Context: an optimization exercise on an open-source flow, tuned for small area. The choices shown serve that exercise and are no tape-out recipe.
Function not checked in this run: the RTL went through the layout flow alone.
No activity file was given, so power comes from the tool's default toggle rates.

==> flow/design.v <==
module fa1(input a, input b, input ci, output s, output co);
assign {co, s} = a + b + ci;
endmodule
module hm_mux2(input a0, input a1, input s, output y);
assign y = s ? a1 : a0;
endmodule
module add_rc #(parameter W = 32) (input [W-1:0] a, input [W-1:0] b, input ci, output [W-1:0] s, output co);
wire [W:0] c;
assign c[0] = ci;
genvar i;
generate for (i = 0; i < W; i = i + 1) begin : g
    fa1 u(.a(a[i]), .b(b[i]), .ci(c[i]), .s(s[i]), .co(c[i+1]));
end endgenerate
assign co = c[W];
endmodule
module add_cs #(parameter W = 32, parameter L = 16) (input [W-1:0] a, input [W-1:0] b, input ci, output [W-1:0] s, output co);
wire cl, c0, c1;
wire [W-L-1:0] s0, s1;
add_rc #(.W(L))   ul(.a(a[L-1:0]), .b(b[L-1:0]), .ci(ci), .s(s[L-1:0]), .co(cl));
add_rc #(.W(W-L)) u0(.a(a[W-1:L]), .b(b[W-1:L]), .ci(1'b0), .s(s0), .co(c0));
add_rc #(.W(W-L)) u1(.a(a[W-1:L]), .b(b[W-1:L]), .ci(1'b1), .s(s1), .co(c1));
genvar i;
generate for (i = 0; i < W-L; i = i + 1) begin : g
    hm_mux2 m(.a0(s0[i]), .a1(s1[i]), .s(cl), .y(s[L+i]));
end endgenerate
hm_mux2 mc(.a0(c0), .a1(c1), .s(cl), .y(co));
endmodule
module alu_core(
    input   [31:0]  A       ,
    input   [31:0]  B       ,
    input           sub     ,    
    input           e_sum   ,
    input           e_x     ,    
    input           e_a     ,    
    input           e_shr   ,
    input           e_shl   ,
    input           e_slt   ,
    input           e_sltu  ,
    output  [31:0]  r
);
wire [31:0] sum;
wire        co;
add_cs #(.W(32), .L(16)) u_add(.a(A), .b(B ^ {32{sub}}), .ci(sub), .s(sum), .co(co));
wire ltu = !co;
wire lts = (A[31] ^ B[31]) ? A[31] : ltu;
wire [31:0] arev;
wire [31:0] shr;
genvar i;
generate for (i = 0; i < 32; i = i + 1) begin : g
    assign arev[i] = e_shl ? A[31-i] : A[i];
end endgenerate
assign shr = arev >> B[4:0];
generate for (i = 0; i < 32; i = i + 1) begin : o
    if (i == 0) begin : b0
        assign r[i] = (e_sum & sum[i]) | (e_x & (A[i] ^ B[i])) | (e_a & A[i] & B[i]) |
                      (e_shr & shr[i]) | (e_shl & shr[31-i]) | (e_slt & lts) | (e_sltu & ltu);
    end else begin : bn
        assign r[i] = (e_sum & sum[i]) | (e_x & (A[i] ^ B[i])) | (e_a & A[i] & B[i]) |
                      (e_shr & shr[i]) | (e_shl & shr[31-i]);
    end
end endgenerate
endmodule
module hm_aoi222(input a1, input a2, input b1, input b2, input c1, input c2, output y);
assign y = ~((a1 & a2) | (b1 & b2) | (c1 & c2));
endmodule
module hm_nand4(input a, input b, input c, input d, output y);
assign y = ~(a & b & c & d);
endmodule
module hm_nand3(input a, input b, input c, output y);
assign y = ~(a & b & c);
endmodule
module hm_or3(input a, input b, input c, output y);
assign y = a | b | c;
endmodule
module rf_rdbit(input [32:0] d, input [32:0] s, output y);
wire [10:0] n;
genvar i;
generate for (i = 0; i < 11; i = i + 1) begin : g
    hm_aoi222 u(.a1(d[3*i]), .a2(s[3*i]), .b1(d[3*i+1]), .b2(s[3*i+1]),
                .c1(d[3*i+2]), .c2(s[3*i+2]), .y(n[i]));
end endgenerate
wire p0, p1, p2;
hm_nand4 u0(.a(n[0]), .b(n[1]), .c(n[2]), .d(n[3]), .y(p0));
hm_nand4 u1(.a(n[4]), .b(n[5]), .c(n[6]), .d(n[7]), .y(p1));
hm_nand3 u2(.a(n[8]), .b(n[9]), .c(n[10]), .y(p2));
hm_or3   u3(.a(p0), .b(p1), .c(p2), .y(y));
endmodule
module rf_dec(input [4:0] ra, input [31:0] valid, input fwd, output [32:0] s);
genvar i;
generate for (i = 0; i < 32; i = i + 1) begin : g
    assign s[i] = !fwd && valid[i] && ra == i;
end endgenerate
assign s[32] = fwd;
endmodule
module riscv_core(
    input               sys_clk     ,
    input               sys_rst_n   ,
    output  reg         led_test    ,
    output              iram_cs     ,
    output  [11:0]      iram_addr   ,
    input   [31:0]      iram_rdata  ,
    output              dram_cs     ,
    output  [3:0]       dram_we     ,
    output  [11:0]      dram_addr   ,
    output  [31:0]      dram_wdata  ,
    input   [31:0]      dram_rdata
);
reg  [31:0] pc;          
reg         zflag;       
reg  [31:0] bank [0:31];
reg  [31:0] valid;       
reg         bwe;
reg  [4:0]  bwa;
reg  [31:0] bwd;
reg         fwd1_r, fwd2_r;
reg  [4:0]  ra1, ra2;    
reg         memrd_3, memwr_3, m2r_3, alu0_3;
reg  [2:0]  f3_3;
reg  [6:0]  f7_3;
reg  [4:0]  rd3;
reg         memrd_4, memwr_4, m2r_4;
reg  [2:0]  mop_4;
reg  [31:0] alu4;
reg  [31:0] reg2_4;
reg  [4:0]  rd4;
reg         memrd_5, m2r_5;
reg  [31:0] alu5;
reg  [4:0]  rd5;
reg  [2:0]  mop_5;
reg  [1:0]  a_5;
wire [32:0] sel1, sel2;
wire [31:0] rs1d, rs2d;
rf_dec u_dec1(.ra(ra1), .valid(valid), .fwd(fwd1_r), .s(sel1));
rf_dec u_dec2(.ra(ra2), .valid(valid), .fwd(fwd2_r), .s(sel2));
genvar gb, gr;
generate for (gb = 0; gb < 32; gb = gb + 1) begin : rp
    wire [32:0] col;
    for (gr = 0; gr < 32; gr = gr + 1) begin : c
        assign col[gr] = bank[gr][gb];
    end
    assign col[32] = bwd[gb];
    rf_rdbit u1(.d(col), .s(sel1), .y(rs1d[gb]));
    rf_rdbit u2(.d(col), .s(sel2), .y(rs2d[gb]));
end endgenerate
wire [31:0] ins = iram_rdata;
wire [6:0]  op  = ins[6:0];
wire [2:0]  f3  = ins[14:12];
wire [4:0]  rs1 = ins[19:15];
wire [4:0]  rs2 = ins[24:20];
wire [4:0]  rd  = ins[11:7];
wire op_r     = op == 7'b0110011;
wire op_ld    = op == 7'b0000011;
wire op_i     = op == 7'b0010011;
wire op_s     = op == 7'b0100011;
wire op_b     = op == 7'b1100011;
wire op_jal   = op == 7'b1101111;
wire op_jalr  = op == 7'b1100111;
wire op_lui   = op == 7'b0110111;
wire op_auipc = op == 7'b0010111;
wire wr_imm   = op_jal | op_jalr | op_lui | op_auipc;
wire eq  = rs1d == rs2d;
wire ltu = rs1d < rs2d;
reg  cond;
always @(*) begin
    case (f3)
        3'b000 : cond = eq;
        3'b001 : cond = !eq;
        3'b100,
        3'b110 : cond = ltu;
        3'b101,
        3'b111 : cond = !ltu && !eq;
        default: cond = 1'b0;
    endcase
end
wire taken = (op_b & cond) | op_jal;
wire [31:0] imm_d = op_b    ? {{20{ins[31]}}, ins[7], ins[30:25], ins[11:8], 1'b0} :
                    op_jal  ? {{12{ins[31]}}, ins[19:12], ins[20], ins[30:21], 1'b0} :
                    op_jalr ? {{20{ins[31]}}, ins[31:20]} :
                              {ins[31:12], 12'd0};
wire [31:0] pcd   = zflag ? 32'd0 : {pc[31:2] - 30'd1, pc[1:0]};
wire [31:0] base  = op_lui ? 32'd0 : op_jalr ? rs1d : pcd;
wire [31:0] alu_imm;
wire        alu_imm_co;
add_cs #(.W(32), .L(16)) u_imm_add(.a(base), .b(imm_d), .ci(1'b0), .s(alu_imm), .co(alu_imm_co));
wire        m2r_sel;
wire [31:0] m2r;
wire        reg_wr_5 = m2r_5 | memrd_5;
wire        we = wr_imm | reg_wr_5;
wire [4:0]  wa = wr_imm ? rd : rd5;
wire [31:0] wd = op_jal ? pc : wr_imm ? alu_imm : m2r;
wire        wb_hit = reg_wr_5 && rd5 != 5'd0;
wire        fwd1 = wb_hit && rd5 == rs1;
wire        fwd2 = wb_hit && rd5 != rs1 && rd5 == rs2;
assign iram_cs   = !taken;
assign iram_addr = pc[13:2];
always @(posedge sys_clk or negedge sys_rst_n) begin
    if (!sys_rst_n) begin
        pc       <= 32'd0;
        zflag    <= 1'b1;
        led_test <= 1'b1;
    end else begin
        pc       <= taken ? alu_imm : {pc[31:2] + 30'd1, pc[1:0]};
        zflag    <= taken;
        if (pc == 32'h1000)
            led_test <= !led_test;
    end
end
always @(posedge sys_clk) begin
    if (bwe)
        bank[bwa] <= bwd;
end
always @(posedge sys_clk or negedge sys_rst_n) begin
    if (!sys_rst_n) begin
        valid  <= 32'd0;
        bwe    <= 1'b0;
        fwd1_r <= 1'b0;
        fwd2_r <= 1'b0;
    end else begin
        if (bwe)
            valid[bwa] <= 1'b1;
        bwe    <= we;
        fwd1_r <= fwd1;
        fwd2_r <= fwd2;
    end
end
always @(posedge sys_clk) begin
    bwa <= wa;
    bwd <= wd;
    ra1 <= rs1;
    ra2 <= rs2;
end
always @(posedge sys_clk or negedge sys_rst_n) begin
    if (!sys_rst_n) begin
        memrd_3 <= 1'b0;
        memwr_3 <= 1'b0;
        m2r_3   <= 1'b0;
        alu0_3  <= 1'b0;
    end else begin
        memrd_3 <= op_ld;
        memwr_3 <= op_s;
        m2r_3   <= op_r | op_i;
        alu0_3  <= op_i | (op_b & !taken);
    end
end
always @(posedge sys_clk) begin
    f3_3 <= f3;
    f7_3 <= ins[31:25];
    rd3  <= rd;
end
wire reg_wr_4 = m2r_4 | memrd_4;
wire fA2 = reg_wr_4 && rd4 != 5'd0 && rd4 == ra1;
wire fA1 = reg_wr_5 && rd5 != 5'd0 && rd5 == ra1;
wire fB2 = reg_wr_4 && rd4 != 5'd0 && rd4 == ra2;
wire fB1 = reg_wr_5 && rd5 != 5'd0 && rd5 == ra2;
wire [31:0] A  = fA2 ? alu4 : fA1 ? m2r : rs1d;
wire [31:0] Bf = fB2 ? alu4 : fB1 ? m2r : rs2d;
wire        imm_sel = memrd_3 | memwr_3 | (m2r_3 & alu0_3);
wire [31:0] imm3 = {{20{f7_3[6]}}, f7_3, memwr_3 ? rd3 : ra2};
wire [31:0] B = imm_sel ? imm3 : Bf;
wire rtype = m2r_3;              
wire i30   = f7_3[5];
wire k_sll  = rtype && !i30 && f3_3 == 3'b001;
wire k_slt  = rtype && !i30 && f3_3 == 3'b010;
wire k_sltu = rtype && !i30 && f3_3 == 3'b011;
wire k_xor  = rtype && !i30 && f3_3 == 3'b100;
wire k_srl  = rtype &&         f3_3 == 3'b101;
wire k_or   = rtype && !i30 && f3_3 == 3'b110;
wire k_and  = rtype && !i30 && f3_3 == 3'b111;
wire sub    = (!rtype && alu0_3) || (rtype && !alu0_3 && i30 && f3_3 == 3'b000) || k_slt || k_sltu;
wire [31:0] alu;
alu_core u_alu(.A(A), .B(B), .sub(sub),
    .e_sum(!(k_sll | k_slt | k_sltu | k_xor | k_srl | k_or | k_and)),
    .e_x(k_xor | k_or), .e_a(k_and | k_or), .e_shr(k_srl), .e_shl(k_sll),
    .e_slt(k_slt), .e_sltu(k_sltu), .r(alu));
always @(posedge sys_clk or negedge sys_rst_n) begin
    if (!sys_rst_n) begin
        memrd_4 <= 1'b0;
        memwr_4 <= 1'b0;
        m2r_4   <= 1'b0;
    end else begin
        memrd_4 <= memrd_3;
        memwr_4 <= memwr_3;
        m2r_4   <= m2r_3;
    end
end
always @(posedge sys_clk) begin
    mop_4  <= (memrd_3 | memwr_3) ? f3_3 : 3'd0;
    alu4   <= alu;
    reg2_4 <= rs2d;
    rd4    <= rd3;
end
wire        fwdC = memwr_4 && alu4 != 32'd0 && alu4 == alu5;
wire [31:0] sd   = fwdC ? m2r : reg2_4;
wire [1:0]  a    = alu4[1:0];
assign dram_cs   = memwr_4 | memrd_4;
assign dram_addr = alu4[13:2];
assign dram_we   = !memwr_4            ? 4'b0000 :
                   mop_4 == 3'b000     ? (4'b0001 << a) :
                   mop_4 == 3'b001     ? (4'b0011 << a) :
                   mop_4 == 3'b010     ? 4'b1111 : 4'b0000;
wire sh = mop_4 == 3'b001;
wire sw = mop_4 == 3'b010;
assign dram_wdata[7:0]   = sd[7:0];
assign dram_wdata[15:8]  = sw ? sd[15:8] : sh ? (a[0] ? 8'd0 : sd[15:8]) : sd[7:0];
assign dram_wdata[23:16] = sw ? sd[23:16] : (sh && a[0]) ? 8'd0 : sd[7:0];
assign dram_wdata[31:24] = sw ? sd[31:24] : sh ? (a[0] ? 8'd0 : sd[15:8]) : sd[7:0];
always @(posedge sys_clk or negedge sys_rst_n) begin
    if (!sys_rst_n) begin
        memrd_5 <= 1'b0;
        m2r_5   <= 1'b0;
    end else begin
        memrd_5 <= memrd_4;
        m2r_5   <= m2r_4;
    end
end
always @(posedge sys_clk) begin
    alu5  <= alu4;
    rd5   <= rd4;
    mop_5 <= mop_4;
    a_5   <= alu4[1:0];
end
reg [31:0] ld;
always @(*) begin
    case (mop_5)
        3'b000 : case (a_5)
                    2'b00 : ld = {{24{dram_rdata[7]}},  dram_rdata[7:0]};
                    2'b01 : ld = {{24{dram_rdata[15]}}, dram_rdata[15:8]};
                    2'b10 : ld = {{24{dram_rdata[23]}}, dram_rdata[23:16]};
                    default: ld = {{24{dram_rdata[31]}}, dram_rdata[31:24]};
                 endcase
        3'b001 : case (a_5)
                    2'b00 : ld = {{16{dram_rdata[15]}}, dram_rdata[15:0]};
                    2'b10 : ld = {{16{dram_rdata[31]}}, dram_rdata[31:16]};
                    default: ld = 32'd0;
                 endcase
        3'b010 : ld = dram_rdata;
        3'b100 : case (a_5)
                    2'b00 : ld = {24'd0, dram_rdata[7:0]};
                    2'b01 : ld = {24'd0, dram_rdata[15:8]};
                    2'b10 : ld = {24'd0, dram_rdata[23:16]};
                    default: ld = {24'd0, dram_rdata[31:24]};
                 endcase
        3'b101 : case (a_5)
                    2'b00 : ld = {16'd0, dram_rdata[15:0]};
                    2'b10 : ld = {16'd0, dram_rdata[31:16]};
                    default: ld = 32'd0;
                 endcase
        default: ld = 32'd0;
    endcase
end
assign m2r = m2r_5 ? alu5 : ld;
endmodule
==> flow/run.sh <==
#!/bin/bash
# synth_recipe.tcl (not shown) runs the flow's synth.tcl, then flattens the netlist and writes it again
# the make line also repeats each setting of config.mk as NAME=value (left out here)
make -C /OpenROAD-flow-scripts/flow DESIGN_CONFIG=/design/flow/config.mk WORK_HOME=/design/flow/orfs CLKGATE_MAP_FILE= SYNTH_SCRIPT=/design/flow/synth_recipe.tcl finish
==> flow/config.mk <==
export PLATFORM = sky130hd
export DESIGN_NAME = riscv_core
export DESIGN_NICKNAME = riscv_core
export VERILOG_FILES = /design/flow/design.v
export SDC_FILE = /design/flow/constraint.sdc
export NUM_CORES = 4
export LEC_CHECK = 0
export CAP_MARGIN = 20
export CELL_PAD_IN_SITES_DETAIL_PLACEMENT = 1
export CELL_PAD_IN_SITES_GLOBAL_PLACEMENT = 1
export CORE_MARGIN = 2
export CORE_UTILIZATION = 50
export GPL_ROUTABILITY_DRIVEN = 1
export PLACE_DENSITY = 0.6
export SLEW_MARGIN = 20
export SYNTH_HIERARCHICAL = 1
==> flow/constraint.sdc <==
create_clock -name core_clock -period 10.0 [get_ports {sys_clk}]
set_input_delay 2.0000 -clock core_clock [delete_from_list [all_inputs] [get_ports {sys_clk}]]
set_output_delay 2.0000 -clock core_clock [all_outputs]
set_load 0.01 [all_outputs]
==> flow_metrics.env <==
export IMPL_status="failed layout checks"
export IMPL_so_faults="negative setup slack"
export IMPL_highest_layer="met5"
export IMPL_syn_to_final_growth_pct=18.2
export IMPL_clockBufferDepth=3
export IMPL_period_share_pct=102
export IMPL_wirelength_mm=281
export IMPL_hold_class="reg2reg"
export IMPL_wl_met2_mm=125
export IMPL_p_leak_uw=0.0255
export IMPL_drt_pass1_iter_count=13
export IMPL_num_rows=128
export IMPL_hpwlAfterDp_mm=188
export IMPL_cts_clk_slew_worst_paths_ns=0.07
export IMPL_ios=129
export IMPL_vdd_drop_max_v=0.000190
export IMPL_critPathBufInv=4
export IMPL_path_max_fanout=18
export IMPL_final_cells=6718
export IMPL_syn_area_um2=61100
export IMPL_dp_cells=6442
export IMPL_core_um2=122000
export IMPL_swShare_pct=31.4
export IMPL_die_h_um=354
export IMPL_cts_hold_buf=0
export IMPL_die_x_um=354
export IMPL_antenna_found_initial=11
export IMPL_cpPeakStageDelay_ns=0.54
export IMPL_crit_path_start_kind="flip-flop"
export IMPL_wl_met1_mm=98.2
export IMPL_io_buffers=128
export IMPL_die_area_um2=125000
export IMPL_num_vias=51600
export IMPL_required_ns=10.65
export IMPL_syn_inst=4485
export IMPL_r2r_start="fwd2_r"
export IMPL_p_int_uw=10300
export IMPL_overflow=0
export IMPL_pwr_share_clk_pct=34.6
export IMPL_nNetsFinal=5176
export IMPL_numCtsBuffers=139
export IMPL_grt_total_usage_pct=43.8
export IMPL_cpMostUsedCell="fa_2"
export IMPL_start_util_pct=50.3
export IMPL_finalSetupTns_ns=-1.80
export IMPL_slew_viol_final=0
export IMPL_clk_latency_ns=0.81
export IMPL_switching_power_uw=4720
export IMPL_grt_max_degree=65
export IMPL_grt_pass1_vias=51300
export IMPL_yosys_warnings=7
export IMPL_min_from="rd3[3]"
export IMPL_power_density_nw_per_um2=208
export IMPL_avgSynthCellArea_um2=13.6
export IMPL_path_delay_family="adder cells"
export IMPL_ff2ff_path_depth=32
export IMPL_gp_congestion=1.04
export IMPL_drc_errors=0
export IMPL_min_period_ns=10.21
export IMPL_fillers=11600
export IMPL_routed_via_density=7.67
export IMPL_synth_nets=4690
export IMPL_worstSetupEndpointType="flip-flop"
export IMPL_timing_slew_headroom_pct=19.8
export IMPL_reg2reg_to="alu4[25]"
export IMPL_holdPathEnd="rd4[3]"
export IMPL_totalPowerFinal_uw=15000
export IMPL_fin_ws_ns=-0.215
export IMPL_rsz0062_at_grt="true"
export IMPL_tightest_slew_ns=1.19
export IMPL_cts_num_sinks=1276
export IMPL_hold_depth=0
export IMPL_drtAntennaViolNets=0
export IMPL_p_seq_share_pct=45.9
export IMPL_grt_pass1_wl_mm=390
export IMPL_cp_slowest_cell="or3_4"
export IMPL_drive_above_1_share_pct=19.0
export IMPL_reg2reg_slack_ns=-0.21
export IMPL_cts_root_buf="clkbuf_16"
export IMPL_finalHoldViolCount=0
export IMPL_crit_arrival_ns=10.86
export IMPL_cap_violations=0
export IMPL_combPwrFrac_pct=19.5
export IMPL_route_met3_wl_mm=33.8
export IMPL_hold_ws_ns=0.351
export IMPL_setup_violations=16
export IMPL_wl_per_cell_um=41.8
export IMPL_htreeDepth=4
export IMPL_critPathKind="reg2reg"
export IMPL_finalClockSkew_ns=0.0682
export IMPL_drtIter0Drc=10000
export IMPL_fmax_ghz=0.0979
export IMPL_cts_tree="yes"
==> layout by cell type, fill, tap and decap left out, types with 73 or more instances in the layout <==
cell / count
buf_4: 384
inv_1: 97
o21ai_0: 103
nand3_1: 97
a21oi_1: 152
a222oi_1: 712
nor2_1: 176
clkbuf_16: 139
mux2i_1: 114
nand4_1: 149
dfxtp_1: 152
dfrtp_1: 74
xor2_1: 111
a21o_1: 73
clkdlybuf4s50_1: 123
edfxtp_1: 1024
nand2_1: 238
==> power by group through the flow <==
stage | registers, uW | clock network [uW] | logic (uW)
2_1_floorplan | 6820 | 0 | 1480
5_1_grt | 6920 | 5400 | 3060
3_3_place_gp | 6970 | 0 | 2740
3_5_place_dp | 6980 | 0 | 2810
4_1_cts | 6870 | 5200 | 2830
6_report | 6900 | 5210 | 2930
==> through the flow <==
| stage | setup WS, ns | cell area, um^2 | util, % |
|---|---|---|---|
| after global placement | -1.03 | 67100 | 55.2 |
| after detailed placement | -1.18 | 67100 | 55.2 |
| after CTS | 0.00173 | 71800 | 59.1 |
| after global routing | -0.285 | 72200 | 59.4 |
| after floorplan | -0.537 | 61300 | - |
| final | -0.215 | 72200 | 59.4 |
==> worst register-to-register path, delay by kind of cell, from the launching register on <==
family | cells | cell delay [ns]
fa+ha+maj | 15 | 5.58
simple gates | 5 | 1.56
compound gates | 5 | 1.11
buf+inv | 4 | 0.71
flops | 1 | 0.48
mux | 2 | 0.43
xor+xnor | 1 | 0.17
==> area by class of cell <==
type	instances	area, um^2	share of cell area [%]
Sequential cell	1276	36200	50.1
Multi-Input combinational cell	2916	24400	33.8
Timing Repair Buffer	539	4570	6.33
Clock buffer	181	3720	5.14
Tap cell	1625	2030	2.81
Clock inverter	71	853	1.18
Inverter	99	372	0.514
Antenna cell	11	27.5	0.0381
==> registers in the layout, summed over array words and instances (netlist names), 7 cells and up <==
register	flops
bank	1024
f7_3	7
reg2_4	32
bwd	32
valid	32
alu5	31
pc	32
alu4	32
==> worst max-delay path by stage <==
stage	cells after the start	slack, ns	start	to
final	32	-0.21	fwd2_r	alu4[25]
after global routing	33	-0.29	ra2[4]	alu4[23]
after CTS	32	0.002	ra2[1]	alu4[30]
after detailed placement	29	-1.18	dram_rdata[15]	alu4[31]
after global placement	29	-1.03	dram_rdata[15]	alu4[31]
after floorplan	30	-0.54	dram_rdata[24]	alu4[25]
==> layer usage <==
metal,global-route usage [%],vias up
met5,0,-
met4,31.2,2
met3,10.4,868
met2,66.5,4054
met1,55.3,26300
li1,-,20300
==> repair_timing <==
| action | 4_1_cts | 5_1_grt |
|---|---|---|
| hold endpoints to repair | 0 | 0 |
| endpoints found under the setup margin | 15 | 46 |
| pin swaps | 14 | 30 |
| setup buffers | 4 | 11 |
| gates resized for setup | 42 | 82 |

## re-timing with driven ports
No port has a modelled driver above. Below, the same layout with a new extraction and two added sets of constraints.
Step 1, drivers: a clkbuf_16 drives sys_clk and a buf_2 each remaining input, both assumed.
Step 2, shift: input delay + t, output delay - t, t = (earliest + latest rising clock arrival at the registers) / 2. This alone moves slack from input paths to output paths.
Three values: ideal ports, drivers, drivers and shift; two values: the first two.
t (ns): 0.865
slack for setup (ns): -0.215 / -0.215 / -0.867
worst setup path after step 2: input to register
worst data-port slew with drivers (ns): 0.07
The setup slack of this run moves by 0.000 ns with the drivers and by -0.652 ns with both steps.
